Source: an optimization exercise on an open RTL-to-GDS flow (aim: small area, a short achievable clock period and few clock cycles per item). Production flows keep margins and buffers that such runs may drop.
In this exercise RTL edits were held to simulation tests only and were not proved equivalent to the original.

== the reference run ==
// multiplier_unit
module multiplier_unit #(
    parameter DATA_WIDTH = 32
) (
    input  wire                      clk,
    input  wire                      rst_n,
    input  wire                      req,
    input  wire [2:0]                funct3,
    input  wire                      funct7_bit5,
    output reg                       ready,
    output reg                       valid,
    input  wire [DATA_WIDTH-1:0]     operand_a,
    input  wire [DATA_WIDTH-1:0]     operand_b,
    output reg  [DATA_WIDTH-1:0]     result
);
    reg s_idle, s_mul, s_mul9, s_neg, s_div, s_fix, s_done;
    reg  [2:0]  op;
    reg  [5:0]  cnt;
    reg         asign;       
    reg         sub;         
    reg  [32:0] P_hi;        
    reg  [31:0] P_lo;        
    reg  [32:0] M;           
    reg c1_one, c1_two, c1_neg;      
    reg c2_one, c2_two, c2_neg;      
    reg c2_lo;                       
    wire f_div  = funct3[2];
    wire sa_mul = ~funct3[2] & ~(funct3[1] & funct3[0]);    
    wire sdv    = funct3[2] & ~funct3[0];                    
    wire sb     = (~funct3[2] & ~funct3[1]) | sdv;           
    wire neg_a  = sdv & operand_a[31];
    wire [36:0] Mx = {{4{M[32]}}, M};
    wire [36:0] A  = {{4{P_hi[32]}}, P_hi};
    wire [36:0] r1 = ({37{c1_one}} & Mx) | ({37{c1_two}} & {Mx[35:0], 1'b0});
    wire [36:0] r2 = ({37{c2_one}} & {Mx[34:0], 2'b0}) |
                     ({37{c2_two}} & {Mx[33:0], 3'b0}) |
                     ({37{c2_lo}}  & {5'b0, P_lo});
  ...
Size in the first run: about 1,100 cells after synthesis, about 120 flip-flops, roughly 110 I/O pins, roughly 9600 um2 of cells after synthesis.
clock: 15.0 ns
lec_check: 0
cap_margin: 20
core_margin: 2
core_utilization: 60
cts_buf_list: sky130_fd_sc_hd__clkbuf_8
cts_cluster_size: 30
slew_margin: 20
tns_end_percent: 5
standard.sh (not shown) runs the stock make flow with config.mk's settings and CLKGATE_MAP_FILE= SYNTH_SCRIPT=/design/flow/synth_recipe.tcl, a recipe that flattens the netlist after the stock synthesis.
==> flow/flow/run.sh <==
#!/bin/bash
# The standard layout (the standard.sh, unchanged synthesis and SDC) with
# two changes to how the layout is optimised:
#  - repair_timing is asked to leave extra setup slack, so the layout is
#    optimised below the (loose) constraint period;
#  - every input and output port still gets a buffer, but a plain buf_1
#    instead of the delay buffer that buffer_ports would pick by default.
set -o pipefail
bash standard.sh SETUP_SLACK_MARGIN=10.8 \
    "BUFFER_PORTS_ARGS=-buffer_cell sky130_fd_sc_hd__buf_1" \
    finish > standard.log 2>&1
Testbench counts of the reference run, summed over its fixed seeds: cycles 26,822, ops 2,400.
#### Input delta (the trial run over the reference run)
diff --git a/flow/flow/run.sh b/flow/flow/run.sh
--- a/flow/flow/run.sh
+++ b/flow/flow/run.sh
@@ -6 +6 @@
-#  - every input and output port still gets a buffer, but a plain buf_1
+#  - every input and output port still gets a buffer, but a plain buf_2
@@ -9,2 +9,2 @@
-bash standard.sh SETUP_SLACK_MARGIN=10.8 \
-    "BUFFER_PORTS_ARGS=-buffer_cell sky130_fd_sc_hd__buf_1" \
+bash standard.sh SETUP_SLACK_MARGIN=10.7 \
+    "BUFFER_PORTS_ARGS=-buffer_cell sky130_fd_sc_hd__buf_2" \
diff --git a/flow/config.mk b/flow/config.mk
--- a/flow/config.mk
+++ b/flow/config.mk
@@ -14 +13,0 @@
-export TNS_END_PERCENT = 5
Results
Summary of the trial run over the reference run: number of buffers added by the clock tree synthesis step did not really move, sequential fraction of total cell area went down, smallest setup slack after layout went up.
Across both runs, clock distribution area overhead in the final layout was higher for the trial run than for the reference run.
The trial run: number of global-route vias before repair is about 3.7% higher than what the reference run reported.
Going from the reference run to the trial run, final instance area grows by 3.1%.
Register-to-register slack: the reference run vs the trial run, no meaningful difference
Taking the reference run as the reference point, the global-route track usage on met3 of the trial run rises by 1.4 points.
The trial run reports a higher met1 layer wirelength in the final routing than the reference run does.
The trial run packs its core more tightly than the reference run.


## v49
Starting RTL as in the previous note.
Settings: LEC_CHECK=0, CAP_MARGIN=20, CORE_MARGIN=2, CORE_UTILIZATION=60, CTS_BUF_LIST=sky130_fd_sc_hd__clkbuf_8, CTS_CLUSTER_SIZE=30, SLEW_MARGIN=20, TNS_END_PERCENT=5; clock period 15.0 ns.
==> flow/flow/run.sh <==
#!/bin/bash
# The standard layout (the standard.sh, unchanged synthesis and SDC) with
# two changes to how the layout is optimised:
#  - repair_timing is asked to leave extra setup slack, so the layout is
#    optimised below the (loose) constraint period;
#  - every input and output port still gets a buffer, but a plain buf_1
#    instead of the delay buffer that buffer_ports would pick by default.
set -o pipefail
bash standard.sh SETUP_SLACK_MARGIN=10.65 \
    "BUFFER_PORTS_ARGS=-buffer_cell sky130_fd_sc_hd__buf_1" \
    finish > standard.log 2>&1
v49 finished end to end and its layout was clean on timing, DRC and antenna.
Testbench counts of v49, summed over its fixed seeds: cycles 26,822, ops 2,400.
Setup changes, v49 to v17
# v49
export LEC_CHECK = 0
export CAP_MARGIN = 20
export CORE_MARGIN = 2
export CORE_UTILIZATION = 60
export CTS_BUF_LIST = sky130_fd_sc_hd__clkbuf_8
export CTS_CLUSTER_SIZE = 30
export SLEW_MARGIN = 20
export TNS_END_PERCENT = 5
create_clock -name core_clock -period 15.0 [get_ports {clk}]
# v17
export LEC_CHECK = 0
export CAP_MARGIN = 20
export CORE_MARGIN = 2
export CORE_UTILIZATION = 60
export CTS_BUF_LIST = sky130_fd_sc_hd__clkbuf_4 sky130_fd_sc_hd__clkbuf_8
export CTS_CLUSTER_DIAMETER = 100
export CTS_CLUSTER_SIZE = 40
export SLEW_MARGIN = 20
create_clock -name core_clock -period 15.0 [get_ports {clk}]
==> flow/flow/run.sh <==
#!/bin/bash
# The standard layout (the standard.sh, unchanged synthesis and SDC) with
# two changes to how the layout is optimised:
#  - repair_timing is asked to leave extra setup slack, so the layout is
#    optimised below the (loose) constraint period;
#  - every input and output port still gets a buffer, but a plain buf_2
#    instead of the delay buffer that buffer_ports would pick by default.
set -o pipefail
bash standard.sh SETUP_SLACK_MARGIN=10.5 \
    "BUFFER_PORTS_ARGS=-buffer_cell sky130_fd_sc_hd__buf_2" \
    finish > standard.log 2>&1
## What came out
- Arrival time reported for the critical path endpoint: v17 vs v49 up 0.08 ns
- [compare] base=v49 new=v17: slack of the critical path now smaller; hold buffer count at cts saw little to no change.
> inputs changed (v17 -> v43)
# v17
export LEC_CHECK = 0
export CAP_MARGIN = 20
export CORE_MARGIN = 2
export CORE_UTILIZATION = 60
export CTS_BUF_LIST = sky130_fd_sc_hd__clkbuf_4 sky130_fd_sc_hd__clkbuf_8
export CTS_CLUSTER_DIAMETER = 100
export CTS_CLUSTER_SIZE = 40
export SLEW_MARGIN = 20
create_clock -name core_clock -period 15.0 [get_ports {clk}]
# v43
export LEC_CHECK = 0
export ABC_AREA = 1
export CAP_MARGIN = 20
export CORE_MARGIN = 2
export CORE_UTILIZATION = 70
export CTS_BUF_LIST = sky130_fd_sc_hd__clkbuf_8
export CTS_CLUSTER_SIZE = 30
export SLEW_MARGIN = 20
create_clock -name core_clock -period 15.0 [get_ports {clk}]
==> comparison <==
- A largest family of logic cells by synthesized area of compound AO/OA/AOI/OAI gates is what v17 shows, while simple AND/OR/NAND/NOR gates belongs to v43.
- Delta (v43 minus v17): die area fell by about 7%.
- v43 vs v17 on width of the die: v43 is the lower one.
- What v43 reported for via count of the first global-routing pass has to be multiplied by 0.855 to get the figure for v17.
- v43 gives more routed wire length than v17 did.
- Relative to v17, the final standard cell utilization of the core of v43 is higher by 9.7 points.
- v17 -> v43: wire length per cell after detailed routing decreased by more than 10%
diff inputs: v43 => v37
# v43
export LEC_CHECK = 0
export ABC_AREA = 1
export CAP_MARGIN = 20
export CORE_MARGIN = 2
export CORE_UTILIZATION = 70
export CTS_BUF_LIST = sky130_fd_sc_hd__clkbuf_8
export CTS_CLUSTER_SIZE = 30
export SLEW_MARGIN = 20
create_clock -name core_clock -period 15.0 [get_ports {clk}]
# v37
export LEC_CHECK = 0
export CAP_MARGIN = 20
export CORE_MARGIN = 2
export CORE_UTILIZATION = 60
export CTS_BUF_LIST = sky130_fd_sc_hd__clkbuf_8
export CTS_CLUSTER_SIZE = 30
export SLEW_MARGIN = 20
create_clock -name core_clock -period 15.0 [get_ports {clk}]
-- flow/flow/run.sh --
<<< v43, line 8
set -o pipefail
bash standard.sh SETUP_SLACK_MARGIN=10.5 \
    "BUFFER_PORTS_ARGS=-buffer_cell sky130_fd_sc_hd__buf_2" \
>>> v37, line 8
set -o pipefail
bash standard.sh SETUP_SLACK_MARGIN=10.3 \
    "BUFFER_PORTS_ARGS=-buffer_cell sky130_fd_sc_hd__buf_2" \
==> comparison <==
From v43 to v37, layout clock buffer count did not move at all.
Cmp v37 vs v43: portion of the clock cycle consumed by the worst path in the final layout higher in v37
Changes in v15 relative to v37:
# v37
export LEC_CHECK = 0
export CAP_MARGIN = 20
export CORE_MARGIN = 2
export CORE_UTILIZATION = 60
export CTS_BUF_LIST = sky130_fd_sc_hd__clkbuf_8
export CTS_CLUSTER_SIZE = 30
export SLEW_MARGIN = 20
create_clock -name core_clock -period 15.0 [get_ports {clk}]
# v15
export LEC_CHECK = 0
export CAP_MARGIN = 20
export CORE_MARGIN = 2
export CORE_UTILIZATION = 60
export CTS_BUF_LIST = sky130_fd_sc_hd__clkbuf_8
export CTS_CLUSTER_SIZE = 30
export SLEW_MARGIN = 20
export TNS_END_PERCENT = 20
create_clock -name core_clock -period 15.0 [get_ports {clk}]
==> flow/flow/run.sh <==
#!/bin/bash
# The standard layout (the standard.sh, unchanged synthesis and SDC) with
# two changes to how the layout is optimised:
#  - repair_timing is asked to leave extra setup slack, so the layout is
#    optimised below the (loose) constraint period;
#  - every input and output port still gets a buffer, but a plain buf_1
#    instead of the delay buffer that buffer_ports would pick by default.
set -o pipefail
bash standard.sh SETUP_SLACK_MARGIN=10.5 \
    "BUFFER_PORTS_ARGS=-buffer_cell sky130_fd_sc_hd__buf_1" \
    finish > standard.log 2>&1
==> comparison <==
- Between v37 and v15, the part of the Yosys area used for sequential elements figures differ only marginally.
- Wire length down 520 um in v15 wrt v37
- Taking v37 as the reference, in v15 logic depth of the worst setup path including buffers fell 4, routed length on met2 went down, setup slack went up 0.13 ns.
- For the total routed wire length on the met1 layer, v15 came in 220 um higher than v37 did.
- v15 ended up with a lower design area than v37 did.
- Compared with v37, v15 shows a higher share of cell area taken by flip-flops and latches.
- Final worst-path cycle share in v15 vs v37: down 0.89 points
Input changes introduced in v9 (baseline for comparison: v15):
# v15
export LEC_CHECK = 0
export CAP_MARGIN = 20
export CORE_MARGIN = 2
export CORE_UTILIZATION = 60
export CTS_BUF_LIST = sky130_fd_sc_hd__clkbuf_8
export CTS_CLUSTER_SIZE = 30
export SLEW_MARGIN = 20
export TNS_END_PERCENT = 20
create_clock -name core_clock -period 15.0 [get_ports {clk}]
# v9
export LEC_CHECK = 0
export ABC_AREA = 1
export CAP_MARGIN = 20
export CORE_MARGIN = 2
export CORE_UTILIZATION = 60
export SLEW_MARGIN = 20
create_clock -name core_clock -period 15.0 [get_ports {clk}]
==> flow/flow/run.sh <==
#!/bin/bash
# The standard layout (the standard.sh, unchanged synthesis and SDC) with
# two changes to how the layout is optimised:
#  - repair_timing is asked to leave extra setup slack, so the layout is
#    optimised below the (loose) constraint period;
#  - every input and output port still gets a buffer, but a plain buf_2
#    instead of the delay buffer that buffer_ports would pick by default.
set -o pipefail
bash standard.sh SETUP_SLACK_MARGIN=10.5 \
    "BUFFER_PORTS_ARGS=-buffer_cell sky130_fd_sc_hd__buf_2" \
    finish > standard.log 2>&1
### Flow results
Both conditions hold for v9: the flow ran to the end and the final layout passed the timing, DRC and antenna checks. On detailed-route via count: v9 sits above v15. Per the comparison of v9 with v15, met1 track utilization from global routing increased by 4.0 points relative to the old numbers, buffer share of cell area picked up an extra 0.79 points, routability congestion estimate higher. Of v15 and v9, v15 shows the lower fill cell total of the finished layout, with v9 above it. Compared with v15, multi-input combinational gate total in v9 increased by more than a quarter. Of v15 and v9, v15 shows the lower cell area after layout, with v9 above it.

separate check: timing with driven ports:
Ports are ideal in the flow. The routed layouts listed here were re-timed in OpenROAD. Step 1 assumes that a clkbuf_16 drives the clock port and a buf_2 every other input. Step 2 also shifts input and output timing later by t, the mid clock arrival at the registers, as if the neighbouring blocks saw the same clock. Slacks: ideal / step 1 / step 2; pairs: ideal / step 1.
| run | t (ns) | setup WS [ns] | worst hold slack (ns) | latest minus earliest clock arrival (ns) |
|---|---|---|---|---|
| the reference run | 0.512 | 10.675 / 10.631 / 10.748 | 0.505 / 0.505 / 0.505 | 0.013 / 0.013 |
| the trial run | 0.499 | 10.683 / 10.638 / 10.788 | 0.497 / 0.497 / 0.497 | 0.014 / 0.014 |
| v49 | 0.502 | 10.667 / 10.626 / 10.723 | 0.506 / 0.506 / 0.506 | 0.012 / 0.012 |
| v17 | 0.498 | 10.589 / 10.544 / 10.627 | 0.497 / 0.497 / 0.497 | 0.016 / 0.017 |
| v43 | 0.508 | 10.617 / 10.617 / 10.617 | 0.491 / 0.491 / 0.491 | 0.015 / 0.015 |
| v37 | 0.502 | 10.450 / 10.450 / 10.450 | 0.495 / 0.495 / 0.495 | 0.013 / 0.013 |
| v15 | 0.503 | 10.583 / 10.571 / 10.583 | 0.508 / 0.508 / 0.508 | 0.012 / 0.012 |
| v9 | 0.472 | 10.606 / 10.606 / 10.606 | 0.508 / 0.508 / 0.508 | 0.009 / 0.008 |
After both steps every run listed still meets setup and hold.
